Source: an optimization exercise on an open RTL-to-GDS flow (aim: small area and a short achievable clock period). Production flows keep margins and buffers that such runs may drop. Where RTL was checked, it was by simulation tests only, not by an equivalence proof against the original. No activity file was given, so power comes from the tool's default toggle rates.

==> run a <==
==> flow/design.v (excerpt) <==
module ALU_design(OPA_1,OPB_1,CIN,CLK,RST,CMD,CE,MODE,INP_VALID,COUT,OFLOW,RES,G,E,L,ERR);
clock: 10.5 ns
lec_check: 0
cap_margin: 25
core_margin: 2
core_utilization: 40
setup_slack_margin: 5
slew_margin: 20
synth_hierarchical: 1
run.sh (not shown) runs the stock make flow with config.mk's settings and CLKGATE_MAP_FILE= SYNTH_SCRIPT=/design/flow/synth_recipe.tcl, a recipe that flattens the netlist after the stock synthesis.
==> run b: changes against run a <==
--- a/flow/design.v
+++ b/flow/design.v
@@ -2062,21 +2062,18 @@
     wire sx = X[31] ^ Y[31] ^ co;              
     wire [31:0] xt = X ^ Y;
     wire [31:0] xo = X | Y;
     wire zhi = &(xt[31:1] ~^ xo[30:0]);
     wire z1 = zhi & xt[0];
     wire z0 = zhi & ~xt[0];
     wire [4:0] nsh = ~B[4:0] + 5'd1;
     wire [4:0] sh = c13 ? nsh : B[4:0];
-    wire [31:0] rl0 = sh[0] ? {A[30:0], A[31]} : A;
-    wire [31:0] rl1 = sh[1] ? {rl0[29:0], rl0[31:30]} : rl0;
-    wire [31:0] rl2 = sh[2] ? {rl1[27:0], rl1[31:28]} : rl1;
-    wire [31:0] rl3 = sh[3] ? {rl2[23:0], rl2[31:24]} : rl2;
-    wire [31:0] rot = sh[4] ? {rl3[15:0], rl3[31:16]} : rl3;
+    wire [31:0] rot;
+    alu_rotl u_rot (.a(A), .s(sh), .y(rot));
     wire hiB = |B[31:4];
     wire ar   = MODE & (INP_VALID == 2'b11);
     wire va = MODE & (INP_VALID[0] & ~INP_VALID[1] | (INP_VALID == 2'b11));    
     wire vb = MODE & (INP_VALID[1] & ~INP_VALID[0] | (INP_VALID == 2'b11));    
     wire s_ar  = ar & (c0 | c1 | c2 | c3 | c11 | c12) | va & (c4 | c5) | vb & (c6 | c7);
     wire s_c32 = ar & c2 | va & c4 | vb & c6;            
     wire s_brw = ar & (c1 | c3) | va & c5 | vb & c7;     
     wire s_sgn = ar & (c11 | c12);                       
@@ -2398,16 +2395,23 @@
     wire G118 = g[58] | p[58] & G88;
     wire P118 = p[58] & P88;
     wire G119 = g[60] | p[60] & G74;
     wire P119 = p[60] & P74;
     wire G120 = g[62] | p[62] & G89;
     wire P120 = p[62] & P89;
     assign s = p ^ {G120, G89, G119, G74, G118, G88, G117, G67, G116, G87, G115, G73, G114, G86, G113, G64, G112, G85, G111, G72, G110, G84, G109, G66, G108, G83, G107, G71, G106, G82, G105, G61, G104, G81, G103, G70, G102, G80, G101, G65, G100, G79, G99, G69, G98, G78, G97, G57, G96, G77, G95, G68, G94, G76, G93, G49, G92, G75, G91, G33, G90, G1, g[0], 1'b0};
 endmodule
+module alu_rotl(input [31:0] a, input [4:0] s, output [31:0] y);
+    wire [31:0] r0 = s[0] ? {a[30:0], a[31]} : a;
+    wire [31:0] r1 = s[1] ? {r0[29:0], r0[31:30]} : r0;
+    wire [31:0] r2 = s[2] ? {r1[27:0], r1[31:28]} : r1;
+    wire [31:0] r3 = s[3] ? {r2[23:0], r2[31:24]} : r2;
+    assign y = s[4] ? {r3[15:0], r3[31:16]} : r3;
+endmodule
 module alu_fa(input a, input b, input c, output s, output co);
     assign s = a ^ b ^ c;
     assign co = (a & b) | (a & c) | (b & c);
 endmodule
 module alu_bsel(input one, input two, input y, input yl, output ns);
     assign ns = (one & y) | (two & yl);
 endmodule
 module alu_ha(input a, input b, output s, output co);
==> flow/flow/run.sh (new file) <==
#!/bin/bash
set -euo pipefail
export BUFFER_PORTS_ARGS="-buffer_cell sky130_fd_sc_hd__buf_1"
bash standard.sh > standard_sh.log 2>&1
==> flow/standard.sh (new file) <==
#!/bin/bash
# synth_recipe.tcl (not shown) runs the flow's synth.tcl, then flattens the netlist and writes it again
# the make line also repeats each setting of config.mk as NAME=value (left out here)
make -C /OpenROAD-flow-scripts/flow DESIGN_CONFIG=/design/flow/config.mk WORK_HOME=/design/flow/orfs CLKGATE_MAP_FILE= SYNTH_SCRIPT=/design/flow/synth_recipe.tcl "${@:-finish}"
CAP_MARGIN = 20   (was 25)
CORE_UTILIZATION = 55   (was 40)
CTS_BUF_LIST = sky130_fd_sc_hd__clkbuf_4 sky130_fd_sc_hd__clkbuf_8   (was default)
PLACE_DENSITY = 0.68   (was default)
removed: flow/run.sh
==> run c: changes against run a <==
--- a/flow/design.v
+++ b/flow/design.v
@@ -2062,21 +2062,18 @@
     wire sx = X[31] ^ Y[31] ^ co;              
     wire [31:0] xt = X ^ Y;
     wire [31:0] xo = X | Y;
     wire zhi = &(xt[31:1] ~^ xo[30:0]);
     wire z1 = zhi & xt[0];
     wire z0 = zhi & ~xt[0];
     wire [4:0] nsh = ~B[4:0] + 5'd1;
     wire [4:0] sh = c13 ? nsh : B[4:0];
-    wire [31:0] rl0 = sh[0] ? {A[30:0], A[31]} : A;
-    wire [31:0] rl1 = sh[1] ? {rl0[29:0], rl0[31:30]} : rl0;
-    wire [31:0] rl2 = sh[2] ? {rl1[27:0], rl1[31:28]} : rl1;
-    wire [31:0] rl3 = sh[3] ? {rl2[23:0], rl2[31:24]} : rl2;
-    wire [31:0] rot = sh[4] ? {rl3[15:0], rl3[31:16]} : rl3;
+    wire [31:0] rot;
+    alu_rotl u_rot (.a(A), .s(sh), .y(rot));
     wire hiB = |B[31:4];
     wire ar   = MODE & (INP_VALID == 2'b11);
     wire va = MODE & (INP_VALID[0] & ~INP_VALID[1] | (INP_VALID == 2'b11));    
     wire vb = MODE & (INP_VALID[1] & ~INP_VALID[0] | (INP_VALID == 2'b11));    
     wire s_ar  = ar & (c0 | c1 | c2 | c3 | c11 | c12) | va & (c4 | c5) | vb & (c6 | c7);
     wire s_c32 = ar & c2 | va & c4 | vb & c6;            
     wire s_brw = ar & (c1 | c3) | va & c5 | vb & c7;     
     wire s_sgn = ar & (c11 | c12);                       
@@ -2398,16 +2395,23 @@
     wire G118 = g[58] | p[58] & G88;
     wire P118 = p[58] & P88;
     wire G119 = g[60] | p[60] & G74;
     wire P119 = p[60] & P74;
     wire G120 = g[62] | p[62] & G89;
     wire P120 = p[62] & P89;
     assign s = p ^ {G120, G89, G119, G74, G118, G88, G117, G67, G116, G87, G115, G73, G114, G86, G113, G64, G112, G85, G111, G72, G110, G84, G109, G66, G108, G83, G107, G71, G106, G82, G105, G61, G104, G81, G103, G70, G102, G80, G101, G65, G100, G79, G99, G69, G98, G78, G97, G57, G96, G77, G95, G68, G94, G76, G93, G49, G92, G75, G91, G33, G90, G1, g[0], 1'b0};
 endmodule
+module alu_rotl(input [31:0] a, input [4:0] s, output [31:0] y);
+    wire [31:0] r0 = s[0] ? {a[30:0], a[31]} : a;
+    wire [31:0] r1 = s[1] ? {r0[29:0], r0[31:30]} : r0;
+    wire [31:0] r2 = s[2] ? {r1[27:0], r1[31:28]} : r1;
+    wire [31:0] r3 = s[3] ? {r2[23:0], r2[31:24]} : r2;
+    assign y = s[4] ? {r3[15:0], r3[31:16]} : r3;
+endmodule
 module alu_fa(input a, input b, input c, output s, output co);
     assign s = a ^ b ^ c;
     assign co = (a & b) | (a & c) | (b & c);
 endmodule
 module alu_bsel(input one, input two, input y, input yl, output ns);
     assign ns = (one & y) | (two & yl);
 endmodule
 module alu_ha(input a, input b, output s, output co);
==> flow/flow/run.sh (new file) <==
#!/bin/bash
set -euo pipefail
export BUFFER_PORTS_ARGS="-buffer_cell sky130_fd_sc_hd__buf_1"
bash standard.sh > standard_sh.log 2>&1
==> flow/standard.sh (new file) <==
#!/bin/bash
# synth_recipe.tcl (not shown) runs the flow's synth.tcl, then flattens the netlist and writes it again
# the make line also repeats each setting of config.mk as NAME=value (left out here)
make -C /OpenROAD-flow-scripts/flow DESIGN_CONFIG=/design/flow/config.mk WORK_HOME=/design/flow/orfs CLKGATE_MAP_FILE= SYNTH_SCRIPT=/design/flow/synth_recipe.tcl "${@:-finish}"
CTS_BUF_LIST = sky130_fd_sc_hd__clkbuf_4 sky130_fd_sc_hd__clkbuf_8   (was default)
removed: flow/run.sh
==> run d: changes against run a <==
--- a/flow/design.v
+++ b/flow/design.v
@@ -2062,21 +2062,18 @@
     wire sx = X[31] ^ Y[31] ^ co;              
     wire [31:0] xt = X ^ Y;
     wire [31:0] xo = X | Y;
     wire zhi = &(xt[31:1] ~^ xo[30:0]);
     wire z1 = zhi & xt[0];
     wire z0 = zhi & ~xt[0];
     wire [4:0] nsh = ~B[4:0] + 5'd1;
     wire [4:0] sh = c13 ? nsh : B[4:0];
-    wire [31:0] rl0 = sh[0] ? {A[30:0], A[31]} : A;
-    wire [31:0] rl1 = sh[1] ? {rl0[29:0], rl0[31:30]} : rl0;
-    wire [31:0] rl2 = sh[2] ? {rl1[27:0], rl1[31:28]} : rl1;
-    wire [31:0] rl3 = sh[3] ? {rl2[23:0], rl2[31:24]} : rl2;
-    wire [31:0] rot = sh[4] ? {rl3[15:0], rl3[31:16]} : rl3;
+    wire [31:0] rot;
+    alu_rotl u_rot (.a(A), .s(sh), .y(rot));
     wire hiB = |B[31:4];
     wire ar   = MODE & (INP_VALID == 2'b11);
     wire va = MODE & (INP_VALID[0] & ~INP_VALID[1] | (INP_VALID == 2'b11));    
     wire vb = MODE & (INP_VALID[1] & ~INP_VALID[0] | (INP_VALID == 2'b11));    
     wire s_ar  = ar & (c0 | c1 | c2 | c3 | c11 | c12) | va & (c4 | c5) | vb & (c6 | c7);
     wire s_c32 = ar & c2 | va & c4 | vb & c6;            
     wire s_brw = ar & (c1 | c3) | va & c5 | vb & c7;     
     wire s_sgn = ar & (c11 | c12);                       
@@ -2398,16 +2395,23 @@
     wire G118 = g[58] | p[58] & G88;
     wire P118 = p[58] & P88;
     wire G119 = g[60] | p[60] & G74;
     wire P119 = p[60] & P74;
     wire G120 = g[62] | p[62] & G89;
     wire P120 = p[62] & P89;
     assign s = p ^ {G120, G89, G119, G74, G118, G88, G117, G67, G116, G87, G115, G73, G114, G86, G113, G64, G112, G85, G111, G72, G110, G84, G109, G66, G108, G83, G107, G71, G106, G82, G105, G61, G104, G81, G103, G70, G102, G80, G101, G65, G100, G79, G99, G69, G98, G78, G97, G57, G96, G77, G95, G68, G94, G76, G93, G49, G92, G75, G91, G33, G90, G1, g[0], 1'b0};
 endmodule
+module alu_rotl(input [31:0] a, input [4:0] s, output [31:0] y);
+    wire [31:0] r0 = s[0] ? {a[30:0], a[31]} : a;
+    wire [31:0] r1 = s[1] ? {r0[29:0], r0[31:30]} : r0;
+    wire [31:0] r2 = s[2] ? {r1[27:0], r1[31:28]} : r1;
+    wire [31:0] r3 = s[3] ? {r2[23:0], r2[31:24]} : r2;
+    assign y = s[4] ? {r3[15:0], r3[31:16]} : r3;
+endmodule
 module alu_fa(input a, input b, input c, output s, output co);
     assign s = a ^ b ^ c;
     assign co = (a & b) | (a & c) | (b & c);
 endmodule
 module alu_bsel(input one, input two, input y, input yl, output ns);
     assign ns = (one & y) | (two & yl);
 endmodule
 module alu_ha(input a, input b, output s, output co);
==> flow/flow/run.sh (new file) <==
#!/bin/bash
set -euo pipefail
export BUFFER_PORTS_ARGS="-buffer_cell sky130_fd_sc_hd__buf_1"
export SETUP_SLACK_MARGIN=5.5
bash standard.sh > standard_sh.log 2>&1
==> flow/standard.sh (new file) <==
#!/bin/bash
# synth_recipe.tcl (not shown) runs the flow's synth.tcl, then flattens the netlist and writes it again
# the make line also repeats each setting of config.mk as NAME=value (left out here)
make -C /OpenROAD-flow-scripts/flow DESIGN_CONFIG=/design/flow/config.mk WORK_HOME=/design/flow/orfs CLKGATE_MAP_FILE= SYNTH_SCRIPT=/design/flow/synth_recipe.tcl "${@:-finish}"
CAP_MARGIN = 20   (was 25)
CORE_UTILIZATION = 55   (was 40)
CTS_BUF_LIST = sky130_fd_sc_hd__clkbuf_4 sky130_fd_sc_hd__clkbuf_8   (was default)
PLACE_DENSITY = 0.68   (was default)
SETUP_SLACK_MARGIN = default   (was 5)
removed: flow/run.sh
==> summary.txt <==
Total placed cells including tap cells: run b 5206; run a 5678; run d 5206; run c 5565
Core region area: run b 77100 sq um; run a 105000 sq um; run d 77100 sq um; run c 105000 sq um
Post-route setup slack: run b 5050 ps; run a 5050 ps; run d 5120 ps; run c 5030 ps
Horizontal extent of the die: run b 282 um; run a 330 um; run d 282 um; run c 330 um
Bufs and invs on worst path: run b 6; run a 3; run d 5; run c 2
Clk cell area share: run b 2.59%; run a 2.59%; run d 2.38%; run c 2.54%
Count of placed standard cells in the final layout, fillers left out: run b 5383; run a 5781; run d 5509; run c 5746
Utilization after layout: run b 61.4%; run a 45.7%; run d 65.3%; run c 45.4%
N_taps: run b 1040; run a 1391; run d 1040; run c 1391
Latest clock arrival within the worst-skew pair: run b 680 ps; run a 620 ps; run d 720 ps; run c 750 ps
Fraction of standard cell area that is sequential: run b 13.2%; run a 13.0%; run d 12.4%; run c 13.0%
Layout clock buffer count: run b 79; run a 47; run d 84; run c 76
Rel. slew slack: run b 20.4%; run a 26.1%; run d 14.7%; run c 18.3%
Number of buffers inserted during clock tree synthesis: run b 52; run a 37; run d 51; run c 53
Tightest Pin Transition: run b 1180 ps; run a 1110 ps; run d 1270 ps; run c 1210 ps
Fraction of the mapped netlist area in compound gates: run b 22.2%; run a 21.9%; run d 22.2%; run c 22.2%
Met2 routed WL: run b 72.2 mm; run a 76.1 mm; run d 74.6 mm; run c 77.1 mm
Proportion of netlist area held by the largest area contributor: run b 26.5%; run a 26.5%; run d 26.5%; run c 26.5%
Fraction of final layout cells with drive strength greater than 1: run b 14.5%; run a 11.1%; run d 18.9%; run c 14.7%
Final setup skew: run b 41.9 ps; run a 47.9 ps; run d 59.5 ps; run c 65.7 ps
Highest Clock Rate: run b 0.183 GHz; run a 0.183 GHz; run d 0.186 GHz; run c 0.183 GHz
Clock transition at the register clock pins on the worst setup and hold paths after CTS: run b 60 ps; run a 70 ps; run d 60 ps; run c 60 ps
Run status: run b complete, no violations; run a complete, no violations; run d complete, no violations; run c complete, no violations
Type of element launching the critical path: run b input pin; run a register; run d input pin; run c register
Total area of sequential cells: run b 6250 sq um; run a 6240 sq um; run d 6250 sq um; run c 6240 sq um
Final wirelength: run b 174 mm; run a 180 mm; run d 186 mm; run c 178 mm
No functional check of the RTL was part of run a.


==> inputs of v22 <==
Another version of the RTL of ALU_design (not shown whole).
==> flow/config.mk <==
export PLATFORM = sky130hd
export DESIGN_NAME = ALU_design
export DESIGN_NICKNAME = ALU_design
export VERILOG_FILES = /design/flow/design.v
export SDC_FILE = /design/flow/constraint.sdc
export NUM_CORES = 4
export LEC_CHECK = 0
export CAP_MARGIN = 25
export CORE_MARGIN = 2
export CORE_UTILIZATION = 40
export SLEW_MARGIN = 20
export SYNTH_HIERARCHICAL = 1
==> flow/constraint.sdc <==
create_clock -name core_clock -period 10.5 [get_ports {CLK}]
set_input_delay 2.1000 -clock core_clock [delete_from_list [all_inputs] [get_ports {CLK}]]
set_output_delay 2.1000 -clock core_clock [all_outputs]
set_load 0.01 [all_outputs]
standard.sh (not shown) runs the stock make flow with config.mk's settings and CLKGATE_MAP_FILE= SYNTH_SCRIPT=/design/flow/synth_recipe.tcl, a recipe that flattens the netlist after the stock synthesis.
==> flow/flow/run.sh <==
#!/bin/bash
set -euo pipefail
export SETUP_SLACK_MARGIN=6.0
bash standard.sh > standard_sh.log 2>&1
==> v21: changes against v22 <==
==> flow/run.sh (new file) <==
#!/bin/bash
# synth_recipe.tcl (not shown) runs the flow's synth.tcl, then flattens the netlist and writes it again
# the make line also repeats each setting of config.mk as NAME=value (left out here)
make -C /OpenROAD-flow-scripts/flow DESIGN_CONFIG=/design/flow/config.mk WORK_HOME=/design/flow/orfs CLKGATE_MAP_FILE= SYNTH_SCRIPT=/design/flow/synth_recipe.tcl finish
- SETUP_SLACK_MARGIN: not set -> 5
removed: flow/flow/run.sh
removed: flow/standard.sh
==> notes <==
Total power: v22 is higher than v21 (about 9%).
Critical path depth: v22 is higher than v21 (6).
In v21 the via count is lower than in v22, by 6.8%.
Against v22, the setup slack of v21 is worse by 0.31 ns.
Register-to-register slack: v21 is lower than v22 (0.58 ns).
Of v21 and v22, v22 has the higher non-clock buffer count (gap 289).
In v21 the combinational power is lower than in v22, by about 10%.
Of v22 and v21, v22 has the higher first-iteration DRC count (gap about 20%, measured against v21).

-- static timing again, ports no longer ideal --
In the flow no input, the clock included, has a driving cell. The finished layouts below were timed again as built, in two steps.
Step 1 (the two cells are an assumption about what drives the block):
set clk [get_ports {CLK}]
set_driving_cell -lib_cell sky130_fd_sc_hd__clkbuf_16 $clk
set_driving_cell -lib_cell sky130_fd_sc_hd__buf_2 [delete_from_list [all_inputs] $clk]
Step 2, shift: input delay + t, output delay - t, t = (earliest + latest rising clock arrival at the registers) / 2. This alone moves slack from input paths to output paths.
Three values: ideal, step 1, step 2; two values: the first two.
run | t (ns) | setup WS [ns] | worst setup path at the end | clock arrival spread, ns | pins driven straight from the clock port
run a | 0.672 | 5.046 / 5.046 / 4.390 | input to register | 0.048 / 0.048 | 1
run b | 0.738 | 5.048 / 4.953 / 4.215 | input to register | 0.048 / 0.047 | 1
run c | 0.783 | 5.034 / 4.924 / 4.141 | input to register | 0.066 / 0.066 | 1
run d | 0.752 | 5.119 / 5.093 / 4.341 | input to register | 0.060 / 0.060 | 1
v22 | 0.701 | 5.333 / 5.234 / 4.533 | input to register | 0.055 / 0.054 | 1
v21 | 0.703 | 5.027 / 4.981 / 4.278 | input to register | 0.019 / 0.018 | 1
After both steps every run listed still meets setup and hold. For run c, which loses most, drivers alone change the setup slack by -0.110 ns; drivers and shift together by -0.893 ns.
